Source: an optimization exercise on an open RTL-to-GDS flow (aim: small area, a short achievable clock period and few clock cycles per item). Production flows keep margins and buffers that such runs may drop.
In this exercise RTL edits were held to simulation tests only and were not proved equivalent to the original.
Power and IR drop assume default switching activity.

$ cat flow/design.v
`timescale 1ns / 1ps
module matrix2x2_mult (
    input       clk,
    input       rst,
    input       start,
    input [7:0]  a00, a01,
    input [7:0]  a10, a11,
    input [7:0]  b00, b01,
    input [7:0]  b10, b11,
    output [16:0] c00, c01,
    output [16:0] c10, c11,
    output done
);
reg [7:0] ra00, ra01, ra10, ra11, rb00, rb01, rb10, rb11;
always @(posedge clk) begin
    ra00 <= a00; ra01 <= a01; ra10 <= a10; ra11 <= a11;
    rb00 <= b00; rb01 <= b01; rb10 <= b10; rb11 <= b11;
end
reg [2:0] v;
always @(posedge clk, posedge rst) begin
    if (rst)
        v <= 3'd0;
    else
        v <= {v[1:0], start};
end
assign done = v[2];
wire [38:0] t1_00;
mm_t1 s1_00 (.x0(ra00), .y0(rb00), .x1(ra01), .y1(rb10), .o(t1_00));
wire [38:0] t1_01;
mm_t1 s1_01 (.x0(ra00), .y0(rb01), .x1(ra01), .y1(rb11), .o(t1_01));
wire [38:0] t1_10;
mm_t1 s1_10 (.x0(ra10), .y0(rb00), .x1(ra11), .y1(rb10), .o(t1_10));
wire [38:0] t1_11;
mm_t1 s1_11 (.x0(ra10), .y0(rb01), .x1(ra11), .y1(rb11), .o(t1_11));
reg [38:0] q1_00, q1_01, q1_10, q1_11;
always @(posedge clk) begin
    q1_00 <= t1_00;
    q1_01 <= t1_01;
    q1_10 <= t1_10;
    q1_11 <= t1_11;
end
wire [16:0] s_00;
mm_cpa a_00 (.i(q1_00), .c(s_00));
wire [16:0] s_01;
mm_cpa a_01 (.i(q1_01), .c(s_01));
wire [16:0] s_10;
mm_cpa a_10 (.i(q1_10), .c(s_10));
wire [16:0] s_11;
mm_cpa a_11 (.i(q1_11), .c(s_11));
reg [16:0] r00, r01, r10, r11;
always @(posedge clk) begin
    r00 <= s_00;
    r01 <= s_01;
    r10 <= s_10;
    r11 <= s_11;
end
assign c00 = r00;
assign c01 = r01;
assign c10 = r10;
assign c11 = r11;
endmodule
module mm_t1 (
  input  [7:0] x0, y0, x1, y1,
  output [38:0] o
);
  mm_nand u1 (.a(x0[0]), .b(y0[0]), .y(o[0]));
  wire w2_0;
  mm_nand u2 (.a(x0[0]), .b(y0[1]), .y(w2_0));
  wire w3_0;
  mm_nand u3 (.a(x0[0]), .b(y0[2]), .y(w3_0));
  wire w4_0;
  mm_nand u4 (.a(x0[0]), .b(y0[3]), .y(w4_0));
  wire w5_0;
  mm_nand u5 (.a(x0[0]), .b(y0[4]), .y(w5_0));
  wire w6_0;
  mm_nand u6 (.a(x0[0]), .b(y0[5]), .y(w6_0));
  wire w7_0;
  mm_nand u7 (.a(x0[0]), .b(y0[6]), .y(w7_0));
  wire w8_0;
  mm_nand u8 (.a(x0[0]), .b(y0[7]), .y(w8_0));
  mm_nand u9 (.a(x0[1]), .b(y0[0]), .y(o[2]));
  wire w10_0;
  mm_nand u10 (.a(x0[1]), .b(y0[1]), .y(w10_0));
  wire w11_0;
  mm_nand u11 (.a(x0[1]), .b(y0[2]), .y(w11_0));
  wire w12_0;
  mm_nand u12 (.a(x0[1]), .b(y0[3]), .y(w12_0));
  wire w13_0;
  mm_nand u13 (.a(x0[1]), .b(y0[4]), .y(w13_0));
  wire w14_0;
  mm_nand u14 (.a(x0[1]), .b(y0[5]), .y(w14_0));
  wire w15_0;
  mm_nand u15 (.a(x0[1]), .b(y0[6]), .y(w15_0));
  wire w16_0;
  mm_nand u16 (.a(x0[1]), .b(y0[7]), .y(w16_0));
  wire w17_0;
  mm_nand u17 (.a(x0[2]), .b(y0[0]), .y(w17_0));
  wire w18_0;
  mm_nand u18 (.a(x0[2]), .b(y0[1]), .y(w18_0));
  wire w19_0;
  mm_nand u19 (.a(x0[2]), .b(y0[2]), .y(w19_0));
  wire w20_0;
  mm_nand u20 (.a(x0[2]), .b(y0[3]), .y(w20_0));
  wire w21_0;
  mm_nand u21 (.a(x0[2]), .b(y0[4]), .y(w21_0));
  wire w22_0;
  mm_nand u22 (.a(x0[2]), .b(y0[5]), .y(w22_0));
  wire w23_0;
  mm_nand u23 (.a(x0[2]), .b(y0[6]), .y(w23_0));
  wire w24_0;
  mm_nand u24 (.a(x0[2]), .b(y0[7]), .y(w24_0));
  wire w25_0;
  mm_nand u25 (.a(x0[3]), .b(y0[0]), .y(w25_0));
  wire w26_0;
  mm_nand u26 (.a(x0[3]), .b(y0[1]), .y(w26_0));
  wire w27_0;
  mm_nand u27 (.a(x0[3]), .b(y0[2]), .y(w27_0));
  wire w28_0;
  mm_nand u28 (.a(x0[3]), .b(y0[3]), .y(w28_0));
  wire w29_0;
  mm_nand u29 (.a(x0[3]), .b(y0[4]), .y(w29_0));
  wire w30_0;
  mm_nand u30 (.a(x0[3]), .b(y0[5]), .y(w30_0));
  wire w31_0;
  mm_nand u31 (.a(x0[3]), .b(y0[6]), .y(w31_0));
  wire w32_0;
  mm_nand u32 (.a(x0[3]), .b(y0[7]), .y(w32_0));
  wire w33_0;
  mm_nand u33 (.a(x0[4]), .b(y0[0]), .y(w33_0));
  wire w34_0;
  mm_nand u34 (.a(x0[4]), .b(y0[1]), .y(w34_0));
  wire w35_0;
  mm_nand u35 (.a(x0[4]), .b(y0[2]), .y(w35_0));
  wire w36_0;
  mm_nand u36 (.a(x0[4]), .b(y0[3]), .y(w36_0));
  wire w37_0;
  mm_nand u37 (.a(x0[4]), .b(y0[4]), .y(w37_0));
  wire w38_0;
  mm_nand u38 (.a(x0[4]), .b(y0[5]), .y(w38_0));
  wire w39_0;
  mm_nand u39 (.a(x0[4]), .b(y0[6]), .y(w39_0));
  wire w40_0;
  mm_nand u40 (.a(x0[4]), .b(y0[7]), .y(w40_0));
  wire w41_0;
  mm_nand u41 (.a(x0[5]), .b(y0[0]), .y(w41_0));
  wire w42_0;
  mm_nand u42 (.a(x0[5]), .b(y0[1]), .y(w42_0));
  wire w43_0;
  mm_nand u43 (.a(x0[5]), .b(y0[2]), .y(w43_0));
  wire w44_0;
  mm_nand u44 (.a(x0[5]), .b(y0[3]), .y(w44_0));
  wire w45_0;
  mm_nand u45 (.a(x0[5]), .b(y0[4]), .y(w45_0));
  wire w46_0;
  mm_nand u46 (.a(x0[5]), .b(y0[5]), .y(w46_0));
  wire w47_0;
  mm_nand u47 (.a(x0[5]), .b(y0[6]), .y(w47_0));
  wire w48_0;
  mm_nand u48 (.a(x0[5]), .b(y0[7]), .y(w48_0));
  wire w49_0;
  mm_nand u49 (.a(x0[6]), .b(y0[0]), .y(w49_0));
  wire w50_0;
  mm_nand u50 (.a(x0[6]), .b(y0[1]), .y(w50_0));
  wire w51_0;
  mm_nand u51 (.a(x0[6]), .b(y0[2]), .y(w51_0));
  wire w52_0;
  mm_nand u52 (.a(x0[6]), .b(y0[3]), .y(w52_0));
  wire w53_0;
  mm_nand u53 (.a(x0[6]), .b(y0[4]), .y(w53_0));
  wire w54_0;
  mm_nand u54 (.a(x0[6]), .b(y0[5]), .y(w54_0));
  wire w55_0;
  mm_nand u55 (.a(x0[6]), .b(y0[6]), .y(w55_0));
  wire w56_0;
  mm_nand u56 (.a(x0[6]), .b(y0[7]), .y(w56_0));
  wire w57_0;
  mm_nand u57 (.a(x0[7]), .b(y0[0]), .y(w57_0));
  wire w58_0;
  mm_nand u58 (.a(x0[7]), .b(y0[1]), .y(w58_0));
  wire w59_0;
  mm_nand u59 (.a(x0[7]), .b(y0[2]), .y(w59_0));
  wire w60_0;
  mm_nand u60 (.a(x0[7]), .b(y0[3]), .y(w60_0));
  wire w61_0;
  mm_nand u61 (.a(x0[7]), .b(y0[4]), .y(w61_0));
  wire w62_0;
  mm_nand u62 (.a(x0[7]), .b(y0[5]), .y(w62_0));
  wire w63_0;
  mm_nand u63 (.a(x0[7]), .b(y0[6]), .y(w63_0));
  wire w64_0;
  mm_nand u64 (.a(x0[7]), .b(y0[7]), .y(w64_0));
  mm_nand u65 (.a(x1[0]), .b(y1[0]), .y(o[1]));
  wire w66_0;
  mm_nand u66 (.a(x1[0]), .b(y1[1]), .y(w66_0));
  wire w67_0;
  mm_nand u67 (.a(x1[0]), .b(y1[2]), .y(w67_0));
  wire w68_0;
  mm_nand u68 (.a(x1[0]), .b(y1[3]), .y(w68_0));
  wire w69_0;
  mm_nand u69 (.a(x1[0]), .b(y1[4]), .y(w69_0));
  wire w70_0;
  mm_nand u70 (.a(x1[0]), .b(y1[5]), .y(w70_0));
  wire w71_0;
  mm_nand u71 (.a(x1[0]), .b(y1[6]), .y(w71_0));
  wire w72_0;
  mm_nand u72 (.a(x1[0]), .b(y1[7]), .y(w72_0));
  wire w73_0;
  mm_nand u73 (.a(x1[1]), .b(y1[0]), .y(w73_0));
  wire w74_0;
  mm_nand u74 (.a(x1[1]), .b(y1[1]), .y(w74_0));
  wire w75_0;
  mm_nand u75 (.a(x1[1]), .b(y1[2]), .y(w75_0));
  wire w76_0;
  mm_nand u76 (.a(x1[1]), .b(y1[3]), .y(w76_0));
  wire w77_0;
  mm_nand u77 (.a(x1[1]), .b(y1[4]), .y(w77_0));
  wire w78_0;
  mm_nand u78 (.a(x1[1]), .b(y1[5]), .y(w78_0));
  wire w79_0;
  mm_nand u79 (.a(x1[1]), .b(y1[6]), .y(w79_0));
  wire w80_0;
  mm_nand u80 (.a(x1[1]), .b(y1[7]), .y(w80_0));
  wire w81_0;
  mm_nand u81 (.a(x1[2]), .b(y1[0]), .y(w81_0));
  wire w82_0;
  mm_nand u82 (.a(x1[2]), .b(y1[1]), .y(w82_0));
  wire w83_0;
  mm_nand u83 (.a(x1[2]), .b(y1[2]), .y(w83_0));
  wire w84_0;
  mm_nand u84 (.a(x1[2]), .b(y1[3]), .y(w84_0));
  wire w85_0;
  mm_nand u85 (.a(x1[2]), .b(y1[4]), .y(w85_0));
  wire w86_0;
  mm_nand u86 (.a(x1[2]), .b(y1[5]), .y(w86_0));
  wire w87_0;
  mm_nand u87 (.a(x1[2]), .b(y1[6]), .y(w87_0));
  wire w88_0;
  mm_nand u88 (.a(x1[2]), .b(y1[7]), .y(w88_0));
  wire w89_0;
  mm_nand u89 (.a(x1[3]), .b(y1[0]), .y(w89_0));
  wire w90_0;
  mm_nand u90 (.a(x1[3]), .b(y1[1]), .y(w90_0));
  wire w91_0;
  mm_nand u91 (.a(x1[3]), .b(y1[2]), .y(w91_0));
  wire w92_0;
  mm_nand u92 (.a(x1[3]), .b(y1[3]), .y(w92_0));
  wire w93_0;
  mm_nand u93 (.a(x1[3]), .b(y1[4]), .y(w93_0));
  wire w94_0;
  mm_nand u94 (.a(x1[3]), .b(y1[5]), .y(w94_0));
  wire w95_0;
  mm_nand u95 (.a(x1[3]), .b(y1[6]), .y(w95_0));
  wire w96_0;
  mm_nand u96 (.a(x1[3]), .b(y1[7]), .y(w96_0));
  wire w97_0;
  mm_nand u97 (.a(x1[4]), .b(y1[0]), .y(w97_0));
  wire w98_0;
  mm_nand u98 (.a(x1[4]), .b(y1[1]), .y(w98_0));
  wire w99_0;
  mm_nand u99 (.a(x1[4]), .b(y1[2]), .y(w99_0));
  wire w100_0;
  mm_nand u100 (.a(x1[4]), .b(y1[3]), .y(w100_0));
  wire w101_0;
  mm_nand u101 (.a(x1[4]), .b(y1[4]), .y(w101_0));
  wire w102_0;
  mm_nand u102 (.a(x1[4]), .b(y1[5]), .y(w102_0));
  wire w103_0;
  mm_nand u103 (.a(x1[4]), .b(y1[6]), .y(w103_0));
  wire w104_0;
  mm_nand u104 (.a(x1[4]), .b(y1[7]), .y(w104_0));
  wire w105_0;
  mm_nand u105 (.a(x1[5]), .b(y1[0]), .y(w105_0));
  wire w106_0;
  mm_nand u106 (.a(x1[5]), .b(y1[1]), .y(w106_0));
  wire w107_0;
  mm_nand u107 (.a(x1[5]), .b(y1[2]), .y(w107_0));
  wire w108_0;
  mm_nand u108 (.a(x1[5]), .b(y1[3]), .y(w108_0));
  wire w109_0;
  mm_nand u109 (.a(x1[5]), .b(y1[4]), .y(w109_0));
  wire w110_0;
  mm_nand u110 (.a(x1[5]), .b(y1[5]), .y(w110_0));
  wire w111_0;
  mm_nand u111 (.a(x1[5]), .b(y1[6]), .y(w111_0));
  wire w112_0;
  mm_nand u112 (.a(x1[5]), .b(y1[7]), .y(w112_0));
  wire w113_0;
  mm_nand u113 (.a(x1[6]), .b(y1[0]), .y(w113_0));
  wire w114_0;
  mm_nand u114 (.a(x1[6]), .b(y1[1]), .y(w114_0));
  wire w115_0;
  mm_nand u115 (.a(x1[6]), .b(y1[2]), .y(w115_0));
  wire w116_0;
  mm_nand u116 (.a(x1[6]), .b(y1[3]), .y(w116_0));
  wire w117_0;
  mm_nand u117 (.a(x1[6]), .b(y1[4]), .y(w117_0));
  wire w118_0;
  mm_nand u118 (.a(x1[6]), .b(y1[5]), .y(w118_0));
  wire w119_0;
  mm_nand u119 (.a(x1[6]), .b(y1[6]), .y(w119_0));
  wire w120_0;
  mm_nand u120 (.a(x1[6]), .b(y1[7]), .y(w120_0));
  wire w121_0;
  mm_nand u121 (.a(x1[7]), .b(y1[0]), .y(w121_0));
  wire w122_0;
  mm_nand u122 (.a(x1[7]), .b(y1[1]), .y(w122_0));
  wire w123_0;
  mm_nand u123 (.a(x1[7]), .b(y1[2]), .y(w123_0));
  wire w124_0;
  mm_nand u124 (.a(x1[7]), .b(y1[3]), .y(w124_0));
  wire w125_0;
  mm_nand u125 (.a(x1[7]), .b(y1[4]), .y(w125_0));
  wire w126_0;
  mm_nand u126 (.a(x1[7]), .b(y1[5]), .y(w126_0));
  wire w127_0;
  mm_nand u127 (.a(x1[7]), .b(y1[6]), .y(w127_0));
  wire w128_0;
  mm_nand u128 (.a(x1[7]), .b(y1[7]), .y(w128_0));
  wire w129_1;
  mm_fa u129 (.a(w2_0), .b(w66_0), .c(w73_0), .s(o[3]), .co(w129_1));
  wire w130_0, w130_1;
  mm_fa u130 (.a(w10_0), .b(w17_0), .c(w3_0), .s(w130_0), .co(w130_1));
  wire w131_0, w131_1;
  mm_fa u131 (.a(w67_0), .b(w74_0), .c(w81_0), .s(w131_0), .co(w131_1));
  wire w132_1;
  mm_fa u132 (.a(w129_1), .b(w130_0), .c(w131_0), .s(o[4]), .co(w132_1));
  wire w133_0, w133_1;
  mm_fa u133 (.a(w11_0), .b(w18_0), .c(w25_0), .s(w133_0), .co(w133_1));
  wire w134_0, w134_1;
  mm_fa u134 (.a(w4_0), .b(w68_0), .c(w75_0), .s(w134_0), .co(w134_1));
  wire w135_0, w135_1;
  mm_fa u135 (.a(w82_0), .b(w89_0), .c(w130_1), .s(w135_0), .co(w135_1));
  wire w136_0, w136_1;
  mm_fa u136 (.a(w131_1), .b(w133_0), .c(w134_0), .s(w136_0), .co(w136_1));
  wire w137_1;
  mm_fa u137 (.a(w132_1), .b(w135_0), .c(w136_0), .s(o[5]), .co(w137_1));
  wire w138_0, w138_1;
  mm_fa u138 (.a(w12_0), .b(w19_0), .c(w26_0), .s(w138_0), .co(w138_1));
  wire w139_0, w139_1;
  mm_fa u139 (.a(w33_0), .b(w5_0), .c(w69_0), .s(w139_0), .co(w139_1));
  wire w140_0, w140_1;
  mm_fa u140 (.a(w76_0), .b(w83_0), .c(w90_0), .s(w140_0), .co(w140_1));
  wire w141_0, w141_1;
  mm_fa u141 (.a(w97_0), .b(w133_1), .c(w134_1), .s(w141_0), .co(w141_1));
  wire w142_0, w142_1;
  mm_fa u142 (.a(w138_0), .b(w139_0), .c(w140_0), .s(w142_0), .co(w142_1));
  wire w143_0, w143_1;
  mm_fa u143 (.a(w135_1), .b(w136_1), .c(w141_0), .s(w143_0), .co(w143_1));
  mm_fa u144 (.a(w142_0), .b(w137_1), .c(w143_0), .s(o[6]), .co(o[8]));
  wire w145_0, w145_1;
  mm_fa u145 (.a(w105_0), .b(w13_0), .c(w20_0), .s(w145_0), .co(w145_1));
  wire w146_0, w146_1;
  mm_fa u146 (.a(w27_0), .b(w34_0), .c(w41_0), .s(w146_0), .co(w146_1));
  wire w147_0, w147_1;
  mm_fa u147 (.a(w6_0), .b(w70_0), .c(w77_0), .s(w147_0), .co(w147_1));
  wire w148_0, w148_1;
  mm_fa u148 (.a(w84_0), .b(w91_0), .c(w98_0), .s(w148_0), .co(w148_1));
  wire w149_0, w149_1;
  mm_fa u149 (.a(w138_1), .b(w139_1), .c(w140_1), .s(w149_0), .co(w149_1));
  wire w150_0, w150_1;
  mm_fa u150 (.a(w145_0), .b(w146_0), .c(w147_0), .s(w150_0), .co(w150_1));
  wire w151_1;
  mm_fa u151 (.a(w148_0), .b(w141_1), .c(w142_1), .s(o[7]), .co(w151_1));
  mm_fa u152 (.a(w149_0), .b(w150_0), .c(w143_1), .s(o[9]), .co(o[10]));
  wire w153_0, w153_1;
  mm_fa u153 (.a(w106_0), .b(w113_0), .c(w14_0), .s(w153_0), .co(w153_1));
  wire w154_0, w154_1;
  mm_fa u154 (.a(w21_0), .b(w28_0), .c(w35_0), .s(w154_0), .co(w154_1));
  wire w155_0, w155_1;
  mm_fa u155 (.a(w42_0), .b(w49_0), .c(w71_0), .s(w155_0), .co(w155_1));
  wire w156_0, w156_1;
  mm_fa u156 (.a(w78_0), .b(w7_0), .c(w85_0), .s(w156_0), .co(w156_1));
  wire w157_0, w157_1;
  mm_fa u157 (.a(w92_0), .b(w99_0), .c(w145_1), .s(w157_0), .co(w157_1));
  wire w158_0, w158_1;
  mm_fa u158 (.a(w146_1), .b(w147_1), .c(w148_1), .s(w158_0), .co(w158_1));
  wire w159_0, w159_1;
  mm_fa u159 (.a(w153_0), .b(w154_0), .c(w155_0), .s(w159_0), .co(w159_1));
  wire w160_0, w160_1;
  mm_fa u160 (.a(w156_0), .b(w149_1), .c(w150_1), .s(w160_0), .co(w160_1));
  wire w161_0;
  mm_fa u161 (.a(w157_0), .b(w158_0), .c(w159_0), .s(w161_0), .co(o[12]));
  mm_fa u162 (.a(w151_1), .b(w160_0), .c(w161_0), .s(o[11]), .co(o[15]));
  wire w163_0, w163_1;
  mm_fa u163 (.a(w100_0), .b(w107_0), .c(w114_0), .s(w163_0), .co(w163_1));
  wire w164_0, w164_1;
  mm_fa u164 (.a(w121_0), .b(w15_0), .c(w22_0), .s(w164_0), .co(w164_1));
  wire w165_0, w165_1;
  mm_fa u165 (.a(w29_0), .b(w36_0), .c(w43_0), .s(w165_0), .co(w165_1));
  wire w166_0, w166_1;
  mm_fa u166 (.a(w50_0), .b(w57_0), .c(w72_0), .s(w166_0), .co(w166_1));
  wire w167_0, w167_1;
  mm_fa u167 (.a(w79_0), .b(w86_0), .c(w8_0), .s(w167_0), .co(w167_1));
  wire w168_0, w168_1;
  mm_fa u168 (.a(w93_0), .b(w153_1), .c(w154_1), .s(w168_0), .co(w168_1));
  wire w169_0, w169_1;
  mm_fa u169 (.a(w155_1), .b(w156_1), .c(w163_0), .s(w169_0), .co(w169_1));
  wire w170_0, w170_1;
  mm_fa u170 (.a(w164_0), .b(w165_0), .c(w166_0), .s(w170_0), .co(w170_1));
  wire w171_0, w171_1;
  mm_fa u171 (.a(w167_0), .b(w157_1), .c(w158_1), .s(w171_0), .co(w171_1));
  wire w172_1;
  mm_fa u172 (.a(w159_1), .b(w168_0), .c(w169_0), .s(o[13]), .co(w172_1));
  mm_fa u173 (.a(w170_0), .b(w160_1), .c(w171_0), .s(o[14]), .co(o[16]));
  wire w174_0, w174_1;
  mm_fa u174 (.a(w101_0), .b(w108_0), .c(w115_0), .s(w174_0), .co(w174_1));
  wire w175_0, w175_1;
  mm_fa u175 (.a(w122_0), .b(w16_0), .c(w23_0), .s(w175_0), .co(w175_1));
  wire w176_0, w176_1;
  mm_fa u176 (.a(w30_0), .b(w37_0), .c(w44_0), .s(w176_0), .co(w176_1));
  wire w177_0, w177_1;
  mm_fa u177 (.a(w51_0), .b(w58_0), .c(w80_0), .s(w177_0), .co(w177_1));
  wire w178_0, w178_1;
  mm_fa u178 (.a(w87_0), .b(w94_0), .c(w163_1), .s(w178_0), .co(w178_1));
  wire w179_0, w179_1;
  mm_fa u179 (.a(w164_1), .b(w165_1), .c(w166_1), .s(w179_0), .co(w179_1));
  wire w180_0, w180_1;
  mm_fa u180 (.a(w167_1), .b(w174_0), .c(w175_0), .s(w180_0), .co(w180_1));
  wire w181_0, w181_1;
  mm_fa u181 (.a(w176_0), .b(w177_0), .c(w168_1), .s(w181_0), .co(w181_1));
  wire w182_0, w182_1;
  mm_fa u182 (.a(w169_1), .b(w170_1), .c(w178_0), .s(w182_0), .co(w182_1));
  mm_fa u183 (.a(w179_0), .b(w180_0), .c(w171_1), .s(o[17]), .co(o[21]));
  mm_fa u184 (.a(w181_0), .b(w172_1), .c(w182_0), .s(o[18]), .co(o[22]));
  wire w185_0, w185_1;
  mm_fa u185 (.a(w102_0), .b(w109_0), .c(w116_0), .s(w185_0), .co(w185_1));
  wire w186_0, w186_1;
  mm_fa u186 (.a(w123_0), .b(w24_0), .c(w31_0), .s(w186_0), .co(w186_1));
  wire w187_0, w187_1;
  mm_fa u187 (.a(w38_0), .b(w45_0), .c(w52_0), .s(w187_0), .co(w187_1));
  wire w188_0, w188_1;
  mm_fa u188 (.a(w59_0), .b(w88_0), .c(w95_0), .s(w188_0), .co(w188_1));
  wire w189_0, w189_1;
  mm_fa u189 (.a(w174_1), .b(w175_1), .c(w176_1), .s(w189_0), .co(w189_1));
  wire w190_0, w190_1;
  mm_fa u190 (.a(w177_1), .b(w185_0), .c(w186_0), .s(w190_0), .co(w190_1));
  wire w191_1;
  mm_fa u191 (.a(w187_0), .b(w188_0), .c(w178_1), .s(o[19]), .co(w191_1));
  wire w192_1;
  mm_fa u192 (.a(w179_1), .b(w180_1), .c(w189_0), .s(o[20]), .co(w192_1));
  mm_fa u193 (.a(w190_0), .b(w181_1), .c(w182_1), .s(o[23]), .co(o[25]));
  wire w194_0, w194_1;
  mm_fa u194 (.a(w103_0), .b(w110_0), .c(w117_0), .s(w194_0), .co(w194_1));
  wire w195_0, w195_1;
  mm_fa u195 (.a(w124_0), .b(w32_0), .c(w39_0), .s(w195_0), .co(w195_1));
  wire w196_0, w196_1;
  mm_fa u196 (.a(w46_0), .b(w53_0), .c(w60_0), .s(w196_0), .co(w196_1));
  wire w197_0, w197_1;
  mm_fa u197 (.a(w96_0), .b(w185_1), .c(w186_1), .s(w197_0), .co(w197_1));
  wire w198_0, w198_1;
  mm_fa u198 (.a(w187_1), .b(w188_1), .c(w194_0), .s(w198_0), .co(w198_1));
  wire w199_0, w199_1;
  mm_fa u199 (.a(w195_0), .b(w196_0), .c(w189_1), .s(w199_0), .co(w199_1));
  mm_fa u200 (.a(w190_1), .b(w197_0), .c(w198_0), .s(o[24]), .co(o[27]));
  mm_fa u201 (.a(w191_1), .b(w192_1), .c(w199_0), .s(o[26]), .co(o[29]));
  wire w202_0, w202_1;
  mm_fa u202 (.a(w104_0), .b(w111_0), .c(w118_0), .s(w202_0), .co(w202_1));
  wire w203_0, w203_1;
  mm_fa u203 (.a(w125_0), .b(w40_0), .c(w47_0), .s(w203_0), .co(w203_1));
  wire w204_0, w204_1;
  mm_fa u204 (.a(w54_0), .b(w61_0), .c(w194_1), .s(w204_0), .co(w204_1));
  wire w205_0, w205_1;
  mm_fa u205 (.a(w195_1), .b(w196_1), .c(w202_0), .s(w205_0), .co(w205_1));
  wire w206_1;
  mm_fa u206 (.a(w203_0), .b(w197_1), .c(w198_1), .s(o[28]), .co(w206_1));
  mm_fa u207 (.a(w204_0), .b(w205_0), .c(w199_1), .s(o[30]), .co(o[31]));
  wire w208_0, w208_1;
  mm_fa u208 (.a(w112_0), .b(w119_0), .c(w126_0), .s(w208_0), .co(w208_1));
  wire w209_0, w209_1;
  mm_fa u209 (.a(w48_0), .b(w55_0), .c(w62_0), .s(w209_0), .co(w209_1));
  wire w210_0, w210_1;
  mm_fa u210 (.a(w202_1), .b(w203_1), .c(w208_0), .s(w210_0), .co(w210_1));
  wire w211_0;
  mm_fa u211 (.a(w209_0), .b(w204_1), .c(w205_1), .s(w211_0), .co(o[33]));
  mm_fa u212 (.a(w210_0), .b(w206_1), .c(w211_0), .s(o[32]), .co(o[35]));
  wire w213_0, w213_1;
  mm_fa u213 (.a(w120_0), .b(w127_0), .c(w56_0), .s(w213_0), .co(w213_1));
  wire w214_0, w214_1;
  mm_fa u214 (.a(w63_0), .b(w208_1), .c(w209_1), .s(w214_0), .co(w214_1));
  wire w215_1;
  mm_fa u215 (.a(w213_0), .b(w210_1), .c(w214_0), .s(o[34]), .co(w215_1));
  wire w216_0;
  mm_fa u216 (.a(w128_0), .b(w64_0), .c(w213_1), .s(w216_0), .co(o[37]));
  mm_fa u217 (.a(w214_1), .b(w216_0), .c(w215_1), .s(o[36]), .co(o[38]));
endmodule
module mm_cpa (
  input  [38:0] i,
  output [16:0] c
);
  wire w1_0;
  mm_xnor u1 (.a(i[0]), .b(i[1]), .y(w1_0));
  wire w2_0;
  mm_or u2 (.a(i[0]), .b(i[1]), .y(w2_0));
  wire w3_0, w3_1;
  mm_fa u3 (.a(i[2]), .b(i[3]), .c(w2_0), .s(w3_0), .co(w3_1));
  wire w4_0, w4_1;
  mm_fa u4 (.a(i[7]), .b(i[8]), .c(i[9]), .s(w4_0), .co(w4_1));
  wire w5_0;
  mm_xnor u5 (.a(i[10]), .b(i[11]), .y(w5_0));
  wire w6_0;
  mm_or u6 (.a(i[10]), .b(i[11]), .y(w6_0));
  wire w7_0, w7_1;
  mm_fa u7 (.a(i[12]), .b(i[13]), .c(i[14]), .s(w7_0), .co(w7_1));
  wire w8_0;
  mm_xnor u8 (.a(i[15]), .b(w6_0), .y(w8_0));
  wire w9_0;
  mm_or u9 (.a(i[15]), .b(w6_0), .y(w9_0));
  wire w10_0, w10_1;
  mm_fa u10 (.a(i[16]), .b(i[17]), .c(i[18]), .s(w10_0), .co(w10_1));
  wire w11_0;
  mm_xnor u11 (.a(w7_1), .b(w9_0), .y(w11_0));
  wire w12_0;
  mm_or u12 (.a(w7_1), .b(w9_0), .y(w12_0));
  wire w13_0, w13_1;
  mm_fa u13 (.a(i[19]), .b(i[20]), .c(i[21]), .s(w13_0), .co(w13_1));
  wire w14_0, w14_1;
  mm_fa u14 (.a(i[22]), .b(i[23]), .c(w10_1), .s(w14_0), .co(w14_1));
  wire w15_0;
  mm_xnor u15 (.a(w13_0), .b(w12_0), .y(w15_0));
  wire w16_0;
  mm_or u16 (.a(w13_0), .b(w12_0), .y(w16_0));
  wire w17_0, w17_1;
  mm_fa u17 (.a(i[24]), .b(i[25]), .c(i[26]), .s(w17_0), .co(w17_1));
  wire w18_0, w18_1;
  mm_fa u18 (.a(w13_1), .b(w17_0), .c(w14_1), .s(w18_0), .co(w18_1));
  wire w19_0, w19_1;
  mm_fa u19 (.a(i[27]), .b(i[28]), .c(i[29]), .s(w19_0), .co(w19_1));
  wire w20_0, w20_1;
  mm_fa u20 (.a(i[30]), .b(w17_1), .c(w19_0), .s(w20_0), .co(w20_1));
  wire w21_0, w21_1;
  mm_fa u21 (.a(i[31]), .b(i[32]), .c(w19_1), .s(w21_0), .co(w21_1));
  wire w22_0, w22_1;
  mm_fa u22 (.a(i[33]), .b(i[34]), .c(i[35]), .s(w22_0), .co(w22_1));
  mm_inv u23 (.a(w1_0), .y(c[0]));
  mm_inv u24 (.a(w3_0), .y(c[1]));
  wire w25_0;
  mm_nor u25 (.a(i[4]), .b(w3_1), .y(w25_0));
  mm_xor u26 (.a(i[4]), .b(w3_1), .y(c[2]));
  wire w27_0;
  mm_nor u27 (.a(w5_0), .b(w4_1), .y(w27_0));
  wire w28_0;
  mm_xor u28 (.a(w5_0), .b(w4_1), .y(w28_0));
  wire w29_0;
  mm_nor u29 (.a(w8_0), .b(w7_0), .y(w29_0));
  wire w30_0;
  mm_xor u30 (.a(w8_0), .b(w7_0), .y(w30_0));
  wire w31_0;
  mm_nor u31 (.a(w10_0), .b(w11_0), .y(w31_0));
  wire w32_0;
  mm_xor u32 (.a(w10_0), .b(w11_0), .y(w32_0));
  wire w33_0;
  mm_nor u33 (.a(w15_0), .b(w14_0), .y(w33_0));
  wire w34_0;
  mm_xor u34 (.a(w15_0), .b(w14_0), .y(w34_0));
  wire w35_0;
  mm_nor u35 (.a(w16_0), .b(w18_0), .y(w35_0));
  wire w36_0;
  mm_xor u36 (.a(w16_0), .b(w18_0), .y(w36_0));
  wire w37_0;
  mm_nor u37 (.a(w20_0), .b(w18_1), .y(w37_0));
  wire w38_0;
  mm_xor u38 (.a(w20_0), .b(w18_1), .y(w38_0));
  wire w39_0;
  mm_nor u39 (.a(w20_1), .b(w21_0), .y(w39_0));
  wire w40_0;
  mm_xor u40 (.a(w20_1), .b(w21_0), .y(w40_0));
  wire w41_0;
  mm_nor u41 (.a(w22_0), .b(w21_1), .y(w41_0));
  wire w42_0;
  mm_xor u42 (.a(w22_0), .b(w21_1), .y(w42_0));
  wire w43_0;
  mm_nor u43 (.a(i[36]), .b(w22_1), .y(w43_0));
  wire w44_0;
  mm_xor u44 (.a(i[36]), .b(w22_1), .y(w44_0));
  wire w45_0;
  mm_nor u45 (.a(i[37]), .b(i[38]), .y(w45_0));
  wire w46_0;
  mm_xor u46 (.a(i[37]), .b(i[38]), .y(w46_0));
  wire w47_0;
  mm_inv u47 (.a(i[5]), .y(w47_0));
  wire w48_0;
  mm_nand u48 (.a(w47_0), .b(w25_0), .y(w48_0));
  wire w49_0;
  mm_nor u49 (.a(w4_0), .b(i[6]), .y(w49_0));
  wire w50_0;
  mm_a21oi u50 (.a(w30_0), .b(w27_0), .c(w29_0), .y(w50_0));
  wire w51_0;
  mm_nand u51 (.a(w30_0), .b(w28_0), .y(w51_0));
  wire w52_0;
  mm_a21oi u52 (.a(w34_0), .b(w31_0), .c(w33_0), .y(w52_0));
  wire w53_0;
  mm_nand u53 (.a(w34_0), .b(w32_0), .y(w53_0));
  wire w54_0;
  mm_a21oi u54 (.a(w38_0), .b(w35_0), .c(w37_0), .y(w54_0));
  wire w55_0;
  mm_nand u55 (.a(w38_0), .b(w36_0), .y(w55_0));
  wire w56_0;
  mm_a21oi u56 (.a(w42_0), .b(w39_0), .c(w41_0), .y(w56_0));
  wire w57_0;
  mm_nand u57 (.a(w42_0), .b(w40_0), .y(w57_0));
  wire w58_0;
  mm_a21oi u58 (.a(w46_0), .b(w43_0), .c(w45_0), .y(w58_0));
  wire w59_0;
  mm_nand u59 (.a(w46_0), .b(w44_0), .y(w59_0));
  wire w60_0;
  mm_nor u60 (.a(i[6]), .b(w48_0), .y(w60_0));
  wire w61_0;
  mm_inv u61 (.a(w49_0), .y(w61_0));
  wire w62_0;
  mm_nor u62 (.a(w61_0), .b(w48_0), .y(w62_0));
  wire w63_0;
  mm_inv u63 (.a(w32_0), .y(w63_0));
  wire w64_0;
  mm_o21bai u64 (.a(w63_0), .b(w50_0), .c(w31_0), .y(w64_0));
  wire w65_0;
  mm_nor u65 (.a(w63_0), .b(w51_0), .y(w65_0));
  wire w66_0;
  mm_o21ai u66 (.a(w53_0), .b(w50_0), .c(w52_0), .y(w66_0));
  wire w67_0;
  mm_nor u67 (.a(w53_0), .b(w51_0), .y(w67_0));
  wire w68_0;
  mm_inv u68 (.a(w40_0), .y(w68_0));
  wire w69_0;
  mm_o21bai u69 (.a(w68_0), .b(w54_0), .c(w39_0), .y(w69_0));
  wire w70_0;
  mm_nor u70 (.a(w68_0), .b(w55_0), .y(w70_0));
  wire w71_0;
  mm_o21ai u71 (.a(w57_0), .b(w54_0), .c(w56_0), .y(w71_0));
  wire w72_0;
  mm_nor u72 (.a(w57_0), .b(w55_0), .y(w72_0));
  wire w73_0;
  mm_a21oi u73 (.a(w28_0), .b(w62_0), .c(w27_0), .y(w73_0));
  wire w74_0;
  mm_inv u74 (.a(w51_0), .y(w74_0));
  wire w75_0;
  mm_a21boi u75 (.a(w74_0), .b(w62_0), .c(w50_0), .y(w75_0));
  wire w76_0;
  mm_a21oi u76 (.a(w65_0), .b(w62_0), .c(w64_0), .y(w76_0));
  wire w77_0;
  mm_a21oi u77 (.a(w67_0), .b(w62_0), .c(w66_0), .y(w77_0));
  wire w78_0;
  mm_a21oi u78 (.a(w44_0), .b(w71_0), .c(w43_0), .y(w78_0));
  wire w79_0;
  mm_nand u79 (.a(w44_0), .b(w72_0), .y(w79_0));
  wire w80_0;
  mm_inv u80 (.a(w59_0), .y(w80_0));
  wire w81_0;
  mm_a21boi u81 (.a(w80_0), .b(w71_0), .c(w58_0), .y(w81_0));
  wire w82_0;
  mm_nand u82 (.a(w80_0), .b(w72_0), .y(w82_0));
  wire w83_0;
  mm_inv u83 (.a(w36_0), .y(w83_0));
  wire w84_0;
  mm_o21bai u84 (.a(w83_0), .b(w77_0), .c(w35_0), .y(w84_0));
  wire w85_0;
  mm_o21ai u85 (.a(w55_0), .b(w77_0), .c(w54_0), .y(w85_0));
  wire w86_0;
  mm_inv u86 (.a(w70_0), .y(w86_0));
  wire w87_0;
  mm_o21bai u87 (.a(w86_0), .b(w77_0), .c(w69_0), .y(w87_0));
  wire w88_0;
  mm_inv u88 (.a(w72_0), .y(w88_0));
  wire w89_0;
  mm_o21bai u89 (.a(w88_0), .b(w77_0), .c(w71_0), .y(w89_0));
  wire w90_0;
  mm_o21ai u90 (.a(w79_0), .b(w77_0), .c(w78_0), .y(w90_0));
  mm_o21ai u91 (.a(w82_0), .b(w77_0), .c(w81_0), .y(c[16]));
  mm_xnor u92 (.a(i[5]), .b(w25_0), .y(c[3]));
  mm_xor u93 (.a(i[6]), .b(w48_0), .y(c[4]));
  mm_xnor u94 (.a(w4_0), .b(w60_0), .y(c[5]));
  mm_xor u95 (.a(w28_0), .b(w62_0), .y(c[6]));
  mm_xnor u96 (.a(w30_0), .b(w73_0), .y(c[7]));
  mm_xnor u97 (.a(w32_0), .b(w75_0), .y(c[8]));
  mm_xnor u98 (.a(w34_0), .b(w76_0), .y(c[9]));
  mm_xnor u99 (.a(w36_0), .b(w77_0), .y(c[10]));
  mm_xor u100 (.a(w38_0), .b(w84_0), .y(c[11]));
  mm_xor u101 (.a(w40_0), .b(w85_0), .y(c[12]));
  mm_xor u102 (.a(w42_0), .b(w87_0), .y(c[13]));
  mm_xor u103 (.a(w44_0), .b(w89_0), .y(c[14]));
  mm_xor u104 (.a(w46_0), .b(w90_0), .y(c[15]));
endmodule
module mm_nand (input a, b, output y); assign y = ~(a & b); endmodule
module mm_nor (input a, b, output y); assign y = ~(a | b); endmodule
module mm_or (input a, b, output y); assign y = a | b; endmodule
module mm_xor (input a, b, output y); assign y = a ^ b; endmodule
module mm_xnor (input a, b, output y); assign y = ~(a ^ b); endmodule
module mm_inv (input a, output y); assign y = ~a; endmodule
module mm_a21oi (input a, b, c, output y); assign y = ~((a & b) | c); endmodule
module mm_o21ai (input a, b, c, output y); assign y = ~((a | b) & c); endmodule
module mm_a21boi (input a, b, c, output y); assign y = ~((a & b) | ~c); endmodule
module mm_o21bai (input a, b, c, output y); assign y = ~((a | b) & ~c); endmodule
module mm_nor2b (input a, b, output y); assign y = ~(a | ~b); endmodule
module mm_fa (
  input  a, b, c,
  output s, co
);
  assign s = a ^ b ^ c;
  assign co = (a & b) | (a & c) | (b & c);
endmodule
$ cat flow/flow/run.sh
#!/bin/bash
# The standard layout with two changes: plain buf_1 port buffers instead of
# the delay buffer buffer_ports picks by default, and the AOI cells that
# ABC upsized to drive strength 2 during synthesis put back at drive
# strength 1 before placement (timing repair upsizes any that need it).
set -euo pipefail
PB="BUFFER_PORTS_ARGS=-buffer_cell sky130_fd_sc_hd__buf_1"
NET="$PWD/orfs/results/sky130hd/matrix2x2_mult/base/1_2_yosys.v"
bash standard.sh "$PB" "$NET" > synth_flow.log 2>&1
python3 flow/downsize.py "$NET" > downsize.log 2>&1
bash standard.sh "$PB" finish > layout_flow.log 2>&1
$ cat flow/flow/downsize.py
#!/usr/bin/env python3
"""Put the AOI cells that ABC's upsizing left at drive strength 2 back at
drive strength 1 in the synthesized netlist (same function and pins; timing
repair later upsizes any that need it)."""
import re
import sys

path = sys.argv[1]
text = open(path).read()
swaps = {'sky130_fd_sc_hd__a21oi_2': 'sky130_fd_sc_hd__a21oi_1',
         'sky130_fd_sc_hd__a21boi_2': 'sky130_fd_sc_hd__a21boi_1'}
for old, new in swaps.items():
    n = len(re.findall(r'\b%s\b' % old, text))
    text = re.sub(r'\b%s\b' % old, new, text)
    print('%s -> %s: %d' % (old, new, n))
open(path, 'w').write(text)
$ cat flow/standard.sh
#!/bin/bash
# synth_recipe.tcl (not shown) runs the flow's synth.tcl, then flattens the netlist and writes it again
# the make line also repeats each setting of config.mk as NAME=value (left out here)
make -C /OpenROAD-flow-scripts/flow DESIGN_CONFIG=/design/flow/config.mk WORK_HOME=/design/flow/orfs CLKGATE_MAP_FILE= SYNTH_SCRIPT=/design/flow/synth_recipe.tcl "${@:-finish}"
$ cat flow/config.mk
export PLATFORM = sky130hd
export DESIGN_NAME = matrix2x2_mult
export DESIGN_NICKNAME = matrix2x2_mult
export VERILOG_FILES = /design/flow/design.v
export SDC_FILE = /design/flow/constraint.sdc
export NUM_CORES = 4
export LEC_CHECK = 0
export CAP_MARGIN = 20
export CORE_MARGIN = 2
export CORE_UTILIZATION = 65
export CTS_BUF_LIST = sky130_fd_sc_hd__clkbuf_16
export CTS_CLUSTER_DIAMETER = 150
export CTS_CLUSTER_SIZE = 30
export SETUP_SLACK_MARGIN = 4.0
export SLEW_MARGIN = 20
export SYNTH_HIERARCHICAL = 1
export SYNTH_MINIMUM_KEEP_SIZE = 0
$ cat flow/constraint.sdc
create_clock -name core_clock -period 7.0 [get_ports {clk}]
set_input_delay 1.4000 -clock core_clock [delete_from_list [all_inputs] [get_ports {clk}]]
set_output_delay 1.4000 -clock core_clock [all_outputs]
set_load 0.01 [all_outputs]
==> results.cfg, run 1 <==
[run_status]
outcome = complete, no violations

[detailed_routing]
drt_iter0_drc = 931
first_pass_iters = 7
met3RoutedLength_microns = 4860
antenna_left = 0
via_per_inst = 5.63
top_layer = met4
routed-wl-met2_microns = 18100
num_vias = 11813
detail_route.wl_per_cell_microns = 19.3
routedLengthMet1_microns = 16800
dr_drc_count = 0
route.final.wire_length_microns = 40500

[worst_hold_path]
worst_hold_path_type = register to register
holdPathStages = 0
whs_endpoint = v[1]
hold_start = v[0]

[worst_setup_path]
critical_path_source_type = register
crit_end_category = register
worstPathMaxFanout = 16
path_common_cell = fa_1
worst-r2r-cell-count = 5
r2r_end = q1_10[11]
rr_startpoint = rb10[1]
slowest_delay_ps = 660
crit_type = register to register
critical_path.n_buffers_inverters = 0
register_to_register_setup_slack_ps = 4060
cp_data_arrival_time_ps = 3320
timing.critical_path.required_ps = 7390
crit_chain = nand2_1 > fa_1 > fa_1 > fa_1 > fa_1
crit_slowest_cell = dfxtp_2
cpLargestDelayFamily = adder cells

[timing]
rsz0062_at_grt = false
worst_slew_margin_rel = 0.620
totalNegativeSetupSlack_ps = 0
final-hold-violation-count = 0
report.final.slew_viol_count = 0
finalSetupViolations = 0
worst_clock_skew_ps = 17.5
fmax_mhz = 340
min_tclk_post_route_ps = 2940
worst-slew-pin-transition_ps = 569
final_min_period_over_clock_period = 0.420

[grt]
grt_pass1_wl_microns = 65800
maximum_number_of_pins_on_one_net_before_global_route_repair = 32
first_global_vias = 12880
antenna_violations_before_repair = 0
grt_remaining_overflow = 0
gr-usage-all-layers = 0.296

[floorplanning]
initial_utilization = 0.666
die_area_sq_um = 29100
floorplan.rows = 60
die_w_microns = 171
fp.dieH_microns = 171
placeableCoreArea_sq_um = 27100
pin_count = 136

[power]
total_power_mw = 8.32
pwr_density_cell_nw_per_um2 = 427
vdd_ir_drop_max_v = 0.000306
p_leak_nw = 7.04

[logic_synthesis]
synth-seq-cells = 291
cell_count_after_synthesis = 1576
avgSynthCellArea_sq_um = 11.4
netlist_area_sq_um = 18000
number_of_warnings_issued_by_yosys = 7
synth.distinct_cells = 13
yosys_area_sq_um = 18200
ys_seq_area_frac = 0.321
mapped_nets = 2047

[placement]
final_wtd_congestion = 0.833
detailed_place_hpwl_microns = 28300
place.port_buffers = 135
cell_count_post_placement = 2083

[final_layout]
drive_gt1_frac = 0.0510
fillerInstances = 1935
fin_cells = 2098
most-common-layout-cells = nand2_1, fa_1, dfxtp_1, buf_1, nor2_1
num_antenna_cells = 0
multi_input_comb_area_sq_um = 12100
area_growth_syn_to_layout_pct = 8.00
finish.net_count = 2197
final_common_cell = nand2_1
sequential_cell_area_sq_um = 5920

[cts]
cts_hold_buf = 0
clock_tree.root_cell = clkbuf_16
ctsHtreeMaxLevel = 1
clk-insertion-delay-late_ps = 500
clock_tree_from_tritoncts = yes
cts-buffers-inserted = 13
worst_setup_hold_path_clk_slew_ps = 110
clockBufferDepth = 3
clock_sinks = 291

[flow_run]
total_of_max_cap_violations = 0
-- cells by family after synthesis --
kind of cell	synth area share
buf+inv	0.00928
xor+xnor	0.0558
fa+ha+maj	0.444
simple gates	0.134
compound gates	0.0360
flops	0.321
-- Yosys cell counts, drive strengths merged --
cell type / count / share of area
a21oi: 36 / 0.017
nand2: 544 / 0.11
a21boi: 8 / 0.0049
or2: 20 / 0.0069
dfrtp: 3 / 0.0041
o21ai: 20 / 0.0055
inv: 45 / 0.0093
nor2: 72 / 0.015
xor2: 72 / 0.035
dfxtp: 288 / 0.32
o21bai: 20 / 0.0082
fa: 404 / 0.44
xnor2: 44 / 0.021
-- modules after synthesis, one instance, submodules excluded, excerpt --
| module | flops+latches | times used |
|---|---|---|
| mm_nand | 0 | 544 |
| mm_xnor | 0 | 44 |
| mm_nor | 0 | 72 |
| mm_fa | 0 | 404 |
| mm_xor | 0 | 72 |
| mm_o21bai | 0 | 20 |
| mm_o21ai | 0 | 20 |
| matrix2x2_mult | 291 | 1 |
-- final cells by class --
cell class	instances	area share
Multi-Input combinational cell	1240	0.620
Clock inverter	2	0.000771
Timing Repair Buffer	135	0.0260
Tap cell	372	0.0239
Sequential cell	291	0.304
Inverter	45	0.00867
Clock buffer	13	0.0167
-- state kept, by name (all words and copies together), names as in the netlist, 17 cells and up --
register  cells
q1_00        39
q1_01        39
q1_10        39
q1_11        39
r00          17
r01          17
r10          17
r11          17
-- stage by stage --
stage / setup slack (ps) / hold WS [ps] / utilization / instance area, sq um
floorplan: 4310 / 331 / - / 18000
global placement: 3880 / 335 / 0.702 / 19000
detailed placement: 3850 / 340 / 0.702 / 19000
CTS: 3980 / 365 / 0.717 / 19400
global route: 4000 / 381 / 0.719 / 19500
finish: 4060 / 362 / 0.719 / 19500
-- how the worst max path moves through the flow --
| stage | from | end | slack, ps | cells past startpoint |
|---|---|---|---|---|
| floorplan | ra01[5] | q1_00[11] | 4310 | 5 |
| global placement | rb10[1] | q1_00[11] | 3880 | 5 |
| detailed placement | rb10[1] | q1_00[11] | 3850 | 5 |
| CTS | ra01[2] | q1_00[11] | 3980 | 5 |
| global route | q1_11[16] | r11[15] | 4000 | 9 |
| finish | rb10[1] | q1_10[11] | 4060 | 5 |
-- power by group --
part / switching, mW / internal [mW]
clock: 0.507 / 0.343
sequential: 0.365 / 2.31
combinational: 2.79 / 2.00
-- metal layers --
layer / GRT usage / vias to the layer above
li1: - / 5080
met1: 0.439 / 5941
met2: 0.445 / 732
met3: 0.0759 / 60
met4: 0.0680 / 0
met5: 0 / -
-- what timing repair did --
action | in CTS | in global routing
resized for setup | 60 | 14
buffers inserted | 0 | 0
gates cloned | 0 | 0
endpoints found under the setup margin | 49 | 45
Testbench counts, summed over its fixed seeds: cycles 16,016, items 16,000.
==> run 2, diff against run 1 <==
--- a/flow/config.mk
+++ b/flow/config.mk
@@ -12,5 +12,5 @@
 export CTS_CLUSTER_DIAMETER = 150
 export CTS_CLUSTER_SIZE = 30
-export SETUP_SLACK_MARGIN = 4.0
+export SETUP_SLACK_MARGIN = 4.2
 export SLEW_MARGIN = 20
 export SYNTH_HIERARCHICAL = 1
==> run 2 against run 1 <==
Effect of this change: largest power group unchanged; still clean on timing, DRC and antenna; largest cell class unchanged; cell count up 0.81%; via count up 0.98%; core utilization up 1.7 points.
==> results.cfg, run 2 <==
[run_status]
outcome = complete, no violations

[logic_synthesis]
async_flop_share = 0.0103
synth-seq-cells = 291
avgSynthCellArea_sq_um = 11.4
number_of_warnings_issued_by_yosys = 7
ys.flop_type = dfxtp_1
mapped_nets = 2047
synth_largest_area_cell = fa_1
ranking_of_synthesized_cells_by_area = fa_1, dfxtp_1, nand2_1
synth.distinct_cells = 13
yosys_area_sq_um = 18200
netlist_area_sq_um = 18000
most_common_library_cells_after_synthesis = nand2_1, fa_1, dfxtp_1
netlist.area_leader.share = 0.444
synth.most_common_cell = nand2_1
synth_edf_count = 0
ys_seq_area_frac = 0.321
cell_count_after_synthesis = 1576

[detailed_routing]
drt_iter0_drc = 931
detail_route.wl_per_cell_microns = 19.6
route.final.wire_length_microns = 41500
antenna_left = 0
num_vias = 11929
first_pass_iters = 5
via_per_inst = 5.64
dr_drc_count = 0

[grt]
antenna_violations_before_repair = 0
maximum_number_of_pins_on_one_net_before_global_route_repair = 32
grt_remaining_overflow = 0
grt_pass1_wl_microns = 66000
first_global_vias = 12948
gr-usage-all-layers = 0.297

[worst_setup_path]
crit_type = register to register
critical_path_source_type = register
register_to_register_setup_slack_ps = 4240
cpLargestDelayFamily = adder cells
critical_path_cell_count = 9
worstPathMaxFanout = 3
cp_data_arrival_time_ps = 3150
critical_path.n_buffers_inverters = 1
slowest_delay_ps = 630
crit_chain = fa_2 > fa_2 > fa_2 > nor2_2 > a21oi_2 > buf_4 > o21bai_1 > o21bai_1 > xor2_1
timing.critical_path.required_ps = 7390
rr_startpoint = q1_11[16]
crit_slowest_cell = fa_2
crit_path_end = r11[13]
worst-r2r-cell-count = 9
crit_path_start = q1_11[16]
crit_end_category = register
path_common_cell = fa_2
r2r_end = r11[13]

[final_layout]
drive_gt1_frac = 0.0786
stdcell_area_sq_um = 19900
most-common-layout-cells = nand2_1, fa_1, dfxtp_1, buf_1, nor2_1
final_common_cell = nand2_1
area_growth_syn_to_layout_pct = 10.5
num_antenna_cells = 0
finish.net_count = 2214

[cts]
clock_tree.root_cell = clkbuf_16
cts-buffers-inserted = 13
clock_tree_from_tritoncts = yes
worst_setup_hold_path_clk_slew_ps = 120
clockBufferDepth = 3
clock_sinks = 291
ctsHtreeMaxLevel = 1
cts_hold_buf = 0
clk-insertion-delay-late_ps = 510

[floorplanning]
initial_utilization = 0.666
pin_count = 136
fp.dieH_microns = 171
placeableCoreArea_sq_um = 27100
floorplan.rows = 60
die_area_sq_um = 29100
die_w_microns = 171

[placement]
detailed_place_hpwl_microns = 28300
final_wtd_congestion = 0.833
post-place-ws_ps = 3850
place.port_buffers = 135
dpl-instance-area_sq_um = 19000

[timing]
finalSetupViolations = 0
min_tclk_post_route_ps = 2760
final-hold-violation-count = 0
worst_slew_margin_rel = 0.607
worst_slack_ps = 4240
worst-slew-pin-transition_ps = 587
worst_clock_skew_ps = 21.4
rsz0062_at_grt = true
report.final.slew_viol_count = 0
totalNegativeSetupSlack_ps = 0
final_min_period_over_clock_period = 0.394
fmax_mhz = 362

[power]
pwr_density_cell_nw_per_um2 = 443
total_power_mw = 8.83
p_leak_nw = 7.16
vdd_ir_drop_max_v = 0.000317

[flow_run]
total_of_max_cap_violations = 0

[worst_hold_path]
worst_hold_path_type = register to register
-- run 2: kinds of logic after synthesis --
kind of cell | share of synthesized area
flip-flops | 0.321
XOR/XNOR | 0.0558
adder cells (fa/ha/maj) | 0.444
AO/OA/AOI/OAI | 0.0360
AND/OR/NAND/NOR | 0.134
buffers and inverters | 0.00928
-- run 2: cell type report --
class	instances	area, sq um
multi-input combinational	1240	12300
clock buffer	13	325
inverter	45	169
tap	372	465
fill	1880	7160
sequential	291	6080
timing repair buffer	152	634
clock inverter	2	15.0
-- run 2: how the worst min path moves through the flow --
stage / startpoint / to / slack, ps / cells after the start
2_1_floorplan: v[0] / v[1] / 330 / 0
4_1_cts: v[0] / v[1] / 370 / 0
5_1_grt: v[0] / v[1] / 380 / 0
3_3_place_gp: v[0] / v[1] / 330 / 0
3_5_place_dp: v[0] / v[1] / 340 / 0
6_report: v[0] / v[1] / 360 / 0
-- run 2: per-module statistics from Yosys (local to each module, per instance), a selection --
module | flops+latches | copies in the design
mm_o21ai | 0 | 20
mm_a21oi | 0 | 36
mm_a21boi | 0 | 8
mm_nor | 0 | 72
mm_inv | 0 | 44
mm_nand | 0 | 544
-- run 2: per-layer routing --
layer  up-vias  GRT usage  wire [microns]
li1       5113          -               -
met1      6008      0.439           16900
met2       749      0.449           18900
met3        59     0.0770            4920
met4         0     0.0684             771
met5         -          0               0
-- run 2: through the flow --
| stage | hold slack, ps | utilization | cells |
|---|---|---|---|
| global placement | 335 | 0.702 | 2083 |
| finish | 362 | 0.736 | 2115 |
| detailed placement | 340 | 0.702 | 2083 |
| floorplan | 331 | - | 1576 |
| CTS | 365 | 0.720 | 2098 |
| global route | 381 | 0.736 | 2115 |
-- run 2: what timing repair did --
action,4_1_cts,5_1_grt
hold endpoints to repair,0,0
gates resized for setup,83,92
pin swaps,0,17
endpoints found under the setup margin,108,68
buffers inserted,0,17
-- run 2: power by group --
group,leakage (nW),total (mW),switching [mW],internal (mW)
clock,0.172,0.853,0.510,0.343
combinational,4.51,5.30,3.03,2.28
sequential,2.48,2.67,0.369,2.30
total,7.16,8.83,3.91,4.92

==> separate check: timing with driven ports <==
Ports are ideal in the flow. The routed layouts listed here were re-timed in OpenROAD. Step 1 sets driving cells, clkbuf_16 on the clock port and buf_2 on the other inputs (assumed; they add their load-dependent delay and slew). Step 2 also shifts input and output timing later by t, the mid clock arrival at the registers, as if the neighbouring blocks saw the same clock. Three values: no drivers, after step 1, after step 2; two values: the first two.
run	t, ns	setup WS [ns]	hold WS [ns]	worst setup path at the end	worst register clock-pin slew, ns
run 1	0.548	4.061 / 4.061 / 4.061	0.362 / 0.362 / 0.362	register to register	0.12 / 0.12
run 2	0.551	4.239 / 4.239 / 4.239	0.362 / 0.362 / 0.362	register to register	0.12 / 0.12
After both steps every run listed still meets setup and hold.
